Context: an optimization exercise on an open-source flow, tuned for small area, a short achievable clock period and few clock cycles per item. The choices shown serve that exercise and are no tape-out recipe.
Where RTL was checked, it was by simulation tests only, not by an equivalence proof against the original.
No activity file was given, so power comes from the tool's default toggle rates.

==> v34: inputs <==
==> flow/design.v (excerpt) <==
module fpmul(
    input wire Clk,
    input wire Rst,
    input wire Start,
    input wire [31:0] A,
    input wire [31:0] B,
    output wire Done,
    output wire [31:0] P,
    output wire UF,
    output wire OF,
    output wire NaNF,
    output wire InfF,
    output wire DNF,
    output wire ZF );
    fpmul_cu cu (
        .Clk(Clk), .Rst(Rst), .Start(Start), .Done(Done));
    fpmul_dp dp (
        .clk(Clk), .A(A), .B(B),
        .P(P), .UF(UF), .OF(OF), .NaNF(NaNF), .InfF(InfF), .DNF(DNF), .ZF(ZF));
endmodule
==> flow/config.mk <==
export PLATFORM = sky130hd
export DESIGN_NAME = fpmul
export DESIGN_NICKNAME = fpmul
export VERILOG_FILES = /design/flow/design.v
export SDC_FILE = /design/flow/constraint.sdc
export NUM_CORES = 4
export LEC_CHECK = 0
export CAP_MARGIN = 20
export CORE_MARGIN = 2
export CORE_UTILIZATION = 40
export PLACE_DENSITY = 0.6
export SETUP_SLACK_MARGIN = 2.5
export SLEW_MARGIN = 20
export SYNTH_HIERARCHICAL = 1
==> flow/constraint.sdc <==
create_clock -name core_clock -period 8.0 [get_ports {Clk}]
set_input_delay 1.6000 -clock core_clock [delete_from_list [all_inputs] [get_ports {Clk}]]
set_output_delay 1.6000 -clock core_clock [all_outputs]
set_load 0.01 [all_outputs]
standard.sh (not shown) runs the stock make flow with config.mk's settings and CLKGATE_MAP_FILE= SYNTH_SCRIPT=/design/flow/synth_recipe.tcl, a recipe that flattens the netlist after the stock synthesis.
==> flow/flow/run.sh <==
#!/bin/bash
# Layout flow: the standard flow (standard.sh), run unchanged for
# synthesis, then for the rest of the layout with two ORFS settings changed:
# the port buffers are buf_4 cells (instead of the delay cells the resizer
# picks by default), and timing repair may resize a cell to one of another
# footprint. Each make run's output is kept in its own log file here.
set -euo pipefail
cd "$(dirname "$0")/.."
bash standard.sh synth > synth.log 2>&1
sed 's|"\${@:-finish}"|MATCH_CELL_FOOTPRINT=0 "BUFFER_PORTS_ARGS=-buffer_cell sky130_fd_sc_hd__buf_4" "${@:-finish}"|' \
    standard.sh > layout.sh
grep -q 'MATCH_CELL_FOOTPRINT=0' layout.sh
bash layout.sh finish > layout.log 2>&1
==> v2: changes against v34 <==
--- a/flow/design.v
+++ b/flow/design.v
@@ -1,7 +1,7 @@
-module fpmul_dp (
+module fpmul_dp #(parameter LK = 12) (
     input wire clk,
     input wire [31:0] A,
     input wire [31:0] B,
     output wire [31:0] P,
     output wire UF,
     output wire OF,
@@ -984,38 +984,48 @@
     wire ts264 = ax[24] ^ nneg11 ^ thc31;
     wire tc264 = (ax[24] & nneg11) | (ax[24] & thc31) | (nneg11 & thc31);
     wire [47:0] X = {ts264, ts263, ts262, ts261, tc259, ts259, tc257, tc256, tc255, tc254, ts254, ts253, tc251, tc250, tc249, tc248, tc247, tc246, tc245, tc244, tc243, tc242, tc241, tc240, tc239, tc238, tc237, tc236, tc235, tc234, tc233, tc232, tc231, tc230, tc229, tc228, tc227, tc226, tc225, tc224, tc223, tc222, tc221, thc33, thc32, pp1_0, pp0_1, neg0};
     wire [47:0] Y = {tc263, tc262, tc261, tc260, ts260, tc258, ts258, ts257, ts256, ts255, tc253, tc252, ts252, ts251, ts250, ts249, ts248, ts247, ts246, ts245, ts244, ts243, ts242, ts241, ts240, ts239, ts238, ts237, ts236, ts235, ts234, ts233, ts232, ts231, ts230, ts229, ts228, ts227, ts226, ts225, ts224, ts223, ts222, ts221, ths33, ths32, 1'b0, pp0_0};
     wire [24:0] hx_d = X[47:23] ^ Y[47:23];
     wire [24:1] hy_d = X[46:23] & Y[46:23];
+    wire [LK-1:0] l1g = X[LK-1:0] & Y[LK-1:0];
+    wire [LK-1:0] l1p = X[LK-1:0] ^ Y[LK-1:0];
+    wire [LK-1:0] l1o = X[LK-1:0] | Y[LK-1:0];
+    wire [23:0] l1cg, l1cp;
+    prefix24 l1pf (.g({{(24-LK){1'b0}}, l1g}), .p({{(24-LK){1'b0}}, l1p}), .cg(l1cg), .cp(l1cp));
+    wire clk_d = l1cg[LK];
+    wire zlk_d = (l1p == {l1o[LK-2:0], 1'b0});
     reg [24:0] hx;
     reg [24:1] hy;
-    reg [22:0] xl, yl;
+    reg [22:LK] xl, yl;
+    reg clk_r, zlk_r;
     reg [9:0] e0;
     reg nan_r, inf_r, zero_r, sgn_r, fz1_r;
     always @(posedge clk) begin
         hx <= hx_d;
         hy <= hy_d;
-        xl <= X[22:0];
-        yl <= Y[22:0];
+        xl <= X[22:LK];
+        yl <= Y[22:LK];
+        clk_r <= clk_d;
+        zlk_r <= zlk_d;
         e0 <= e_sum;
         nan_r <= op_nan;
         inf_r <= op_inf;
         zero_r <= op_zero;
         sgn_r <= A[31] ^ B[31];
         fz1_r <= a_fz & b_fz;
     end
-    wire [22:0] lg = xl & yl;
-    wire [22:0] lp = xl ^ yl;
-    wire [22:0] lo = xl | yl;
+    wire [22:LK] lg = xl & yl;
+    wire [22:LK] lp = xl ^ yl;
+    wire [22:LK] lo = xl | yl;
     wire [23:0] lcg, lcp;
-    prefix24 lpf (.g({1'b0, lg}), .p({1'b0, lp}), .cg(lcg), .cp(lcp));
-    wire c22 = lcg[22];
-    wire c23 = lcg[23];
+    prefix24 lpf (.g({{(LK+1){1'b0}}, lg}), .p({{(LK+1){1'b0}}, lp}), .cg(lcg), .cp(lcp));
+    wire c22 = lcg[22-LK] | (lcp[22-LK] & clk_r);
+    wire c23 = lcg[23-LK] | (lcp[23-LK] & clk_r);
     wire z22 = lp[22] ^ c22;
-    wire low_zero = (lp[21:0] == {lo[20:0], 1'b0});
+    wire low_zero = zlk_r & (lp[LK] == clk_r) & (lp[21:LK+1] == lo[20:LK]);
     wire [23:0] ug = hx[24:1] & hy[24:1];
     wire [23:0] up = hx[24:1] ^ hy[24:1];
     wire [23:0] cg, cp;
     prefix24 pf (.g(ug), .p(up), .cg(cg), .cp(cp));
     wire [23:0] W0 = up ^ cg;
     wire [23:0] W1 = up ^ (cg | cp);
==> impl_metrics.yaml <==
pwr:
  clkPwrFrac_pct: 5.2
  pwr-share-comb_pct: 84.6
final_layout:
  clkCellAreaFrac_pct: 1.36
  multi_input_area_um2: 16600
  largestRegisters: "dp.hx x25, dp.hy x24"
  postLayoutCellArea_um2: 22500
sta:
  setup_ws_ns: 2.51
  fin_crit_sh_pct: 68.6
clock_tree:
  clock_latency_ns: 0.37
critical_path:
  slowest_delay_ns: 0.56
  end_kind: "output port"
  startpoint: "dp.xl[19]$_DFF_P_"
  crit_type: "reg2out"
grt:
  track_usage_pct: 28.2
placement:
  placed_area_um2: 20700
outcome:
  status: "complete, no violations"
logic_synthesis:
  syn_area_um2: 19600
route:
  wl_met3_um: 6930
-- figures above: v2

==> impl_metrics.yaml <==
critical_path:
  crit_type: "in2reg"
  startpoint: "B[17]"
  end_kind: "register"
logic_synthesis:
  syn_area_um2: 20200
sta:
  setup_ws_ns: 2.56
  fin_crit_sh_pct: 68.0
final_layout:
  clkCellAreaFrac_pct: 1.22
  largestRegisters: "dp.hx x25, dp.hy x24, dp.xl x23"
  multi_input_area_um2: 16800
  postLayoutCellArea_um2: 23100
route:
  wl_met3_um: 6640
clock_tree:
  clock_latency_ns: 0.38
  cts-root-buf: "clkbuf_16"
grt:
  track_usage_pct: 26.2
outcome:
  status: "complete, no violations"
pwr:
  clkPwrFrac_pct: 4.8
  pwr-share-comb_pct: 83.6
  pwr.group.clock_w: 0.000440
placement:
  placed_area_um2: 21200
-- figures above: v34

Testbench counts of v2, summed over its fixed seeds: cycles 4,096, items 2,048.
Function not checked in v34: the RTL went through the layout flow alone.

========
==> inputs of branch xenon <==
fpmul, a different RTL version from the one above (not shown whole).
Design fpmul, start of the top module:
module fpmul(
    input wire Clk,
    input wire Rst,
    input wire Start,
    input wire [31:0] A,
    input wire [31:0] B,
    output wire Done,
    output wire [31:0] P,
    output wire UF,
    output wire OF,
    output wire NaNF,
    output wire InfF,
    output wire DNF,
    output wire ZF );
Settings: LEC_CHECK=0, CAP_MARGIN=20, CORE_MARGIN=2, CORE_UTILIZATION=40, PLACE_DENSITY=0.6, SETUP_SLACK_MARGIN=2.75, SLEW_MARGIN=20, SYNTH_HIERARCHICAL=1; clock period 8.0 ns.
Scripts as last shown in full above: flow/flow/run.sh
==> branch nickel: changes against branch xenon <==
- SETUP_SLACK_MARGIN: 2.75 -> 3.0
==> branch onyx: changes against branch xenon <==
--- a/flow/design.v
+++ b/flow/design.v
@@ -980,32 +980,34 @@
     wire ts262, tc262;
     fpmul_fa u_ts262 (.a(pp11_23), .b(ts220), .c(tc219), .s(ts262), .co(tc262));
     wire ts263, tc263;
     fpmul_fa u_ts263 (.a(ths31), .b(tc220), .c(pp11_24), .s(ts263), .co(tc263));
     wire ts264, tc264;
     fpmul_fa u_ts264 (.a(ax[24]), .b(nneg11), .c(thc31), .s(ts264), .co(tc264));
     wire [47:0] X = {ts264, ts263, ts262, ts261, tc259, ts259, tc257, tc256, tc255, tc254, ts254, ts253, tc251, tc250, tc249, tc248, tc247, tc246, tc245, tc244, tc243, tc242, tc241, tc240, tc239, tc238, tc237, tc236, tc235, tc234, tc233, tc232, tc231, tc230, tc229, tc228, tc227, tc226, tc225, tc224, tc223, tc222, tc221, thc33, thc32, pp1_0, pp0_1, neg0};
     wire [47:0] Y = {tc263, tc262, tc261, tc260, ts260, tc258, ts258, ts257, ts256, ts255, tc253, tc252, ts252, ts251, ts250, ts249, ts248, ts247, ts246, ts245, ts244, ts243, ts242, ts241, ts240, ts239, ts238, ts237, ts236, ts235, ts234, ts233, ts232, ts231, ts230, ts229, ts228, ts227, ts226, ts225, ts224, ts223, ts222, ts221, ths33, ths32, 1'b0, pp0_0};
+    wire [24:0] hx_d = X[47:23] ^ Y[47:23];
+    wire [24:1] hy_d = X[46:23] & Y[46:23];
     wire [LK-1:0] l1g = X[LK-1:0] & Y[LK-1:0];
     wire [LK-1:0] l1p = X[LK-1:0] ^ Y[LK-1:0];
     wire [LK-1:0] l1o = X[LK-1:0] | Y[LK-1:0];
     wire [23:0] l1cg, l1cp;
     prefix24 l1pf (.g({{(24-LK){1'b0}}, l1g}), .p({{(24-LK){1'b0}}, l1p}), .cg(l1cg), .cp(l1cp));
     wire clk_d = l1cg[LK];
     wire zlk_d = (l1p == {l1o[LK-2:0], 1'b0});
-    reg [24:0] xu;
-    reg [24:0] yu;
+    reg [24:0] hx;
+    reg [24:1] hy;
     reg [22:LK] xl, yl;
     reg clk_r, zlk_r;
     reg [9:0] e0;
     reg nan_r, inf_r, zero_r, sgn_r, fz1_r;
     always @(posedge clk) begin
-        xu <= X[47:23];
-        yu <= Y[47:23];
+        hx <= hx_d;
+        hy <= hy_d;
         xl <= X[22:LK];
         yl <= Y[22:LK];
         clk_r <= clk_d;
         zlk_r <= zlk_d;
         e0 <= e_sum;
         nan_r <= op_nan;
         inf_r <= op_inf;
         zero_r <= op_zero;
@@ -1016,18 +1018,16 @@
     wire [22:LK] lp = xl ^ yl;
     wire [22:LK] lo = xl | yl;
     wire [12:0] lcg, lcp;
     prefix13ks lpf (.g({{(12-(23-LK)){1'b0}}, lg, clk_r}), .p({{(12-(23-LK)){1'b0}}, lp, 1'b0}), .cg(lcg), .cp(lcp));
     wire c22 = lcg[23-LK];
     wire c23 = lcg[24-LK];
     wire z22 = lp[22] ^ c22;
     wire low_zero = zlk_r & (lp[LK] == clk_r) & (lp[21:LK+1] == lo[20:LK]);
-    wire [24:0] hx = xu ^ yu;
-    wire [24:1] hy = xu[23:0] & yu[23:0];
     wire [23:0] ug = hx[24:1] & hy[24:1];
     wire [23:0] up = hx[24:1] ^ hy[24:1];
     wire [23:0] cg, cp;
     prefix24ks pf (.g(ug), .p(up), .cg(cg), .cp(cp));
     wire [23:0] W0 = up ^ cg;
     wire [23:0] W1 = up ^ (cg | cp);
     wire x23 = hx[0];
     wire carry_b = x23 & c23;
- SETUP_SLACK_MARGIN: 2.75 -> 2.6
==> run summary <==
In branch onyx the utilization is lower than in branch xenon, by 1.3 points.
Cell count, lowest first: branch onyx, branch xenon, branch nickel.
Die area is the same in branch nickel and branch xenon.
Between branch xenon and branch onyx, the lower hold slack is in branch onyx (gap 0.015 ns).
In branch onyx the register-to-register slack is higher than in branch xenon, by 0.02 ns.
Synthesized cell count: branch xenon is higher than branch onyx (about 1.2%).
Branch onyx completed without violations. Branch xenon completed without violations. Branch nickel produced a clean layout.
==> figures <==
	branch nickel	branch xenon	branch onyx
Area of the multi-input gates	17500 um^2	16900 um^2	16300 um^2
Worst setup path endpoint	dp.yu[1]$_DFF_P_	dp.yu[5]$_DFF_P_	dp.zlk_r$_DFF_P_
Final Total Pwr	11.4 mW	10.5 mW	8.56 mW
Met1 demand-to-capacity share in global routing	0.350	0.345	0.335
Post-cts repair resize count	207	112	54
Count of inverters not on the clock network in the layout	194	187	184
Outcome	timing/DRC/antenna clean	timing/DRC/antenna clean	timing/DRC/antenna clean
Clkbuf count	12	10	11
Signal arrival time at the worst endpoint	5.26 ns	5.43 ns	5.61 ns
Achievable frequency	0.200 GHz	0.193 GHz	0.188 GHz
Sequential power	905 uW	863 uW	874 uW
Switching portion of total power	0.506	0.515	0.512
Non-clock buffer count in the final layout	231	135	133
Die X-Extent	224 um	224 um	224 um
Testbench counts of branch xenon, summed over its fixed seeds: cycles 4,096, items 2,048.
Testbench counts of branch nickel, summed over its fixed seeds: cycles 4,096, items 2,048.
Testbench counts of branch onyx, summed over its fixed seeds: cycles 4,096, items 2,048.

## what the ideal ports hide
The flow's constraints put no driver on any port. The routed layouts listed below were extracted and timed again, unchanged, in two steps.
Step 1 assumes that a clkbuf_16 drives the clock port and a buf_2 every other input.
Step 2 times the ports against the registers' clock, not the clock port: input delays grow and output delays shrink by t, the midpoint of the rising clock arrivals with the driver on.
a / b / c = ideal ports / drivers / drivers and shift; a / b = the first two.
run | shift t [ns] | slack for setup (ns) | latest minus earliest clock arrival (ns) | slew at the worst register clock pin (ns) | cell pins on the clock port's net
v34 | 0.420 | 2.561 / 2.559 / 2.168 | 0.021 / 0.022 | 0.09 / 0.09 | 1
v2 | 0.421 | 2.512 / 2.460 / 2.161 | 0.009 / 0.010 | 0.07 / 0.07 | 1
branch xenon | 0.424 | 2.821 / 2.818 / 2.413 | 0.011 / 0.011 | 0.07 / 0.07 | 1
branch nickel | 0.423 | 3.001 / 2.931 / 2.508 | 0.012 / 0.011 | 0.07 / 0.07 | 1
branch onyx | 0.412 | 2.685 / 2.714 / 2.301 | 0.014 / 0.015 | 0.07 / 0.07 | 1
After both steps setup and hold are still met in every run listed. The setup slack of branch nickel, which loses most, moves by -0.070 ns with the drivers and by -0.493 ns with both steps.
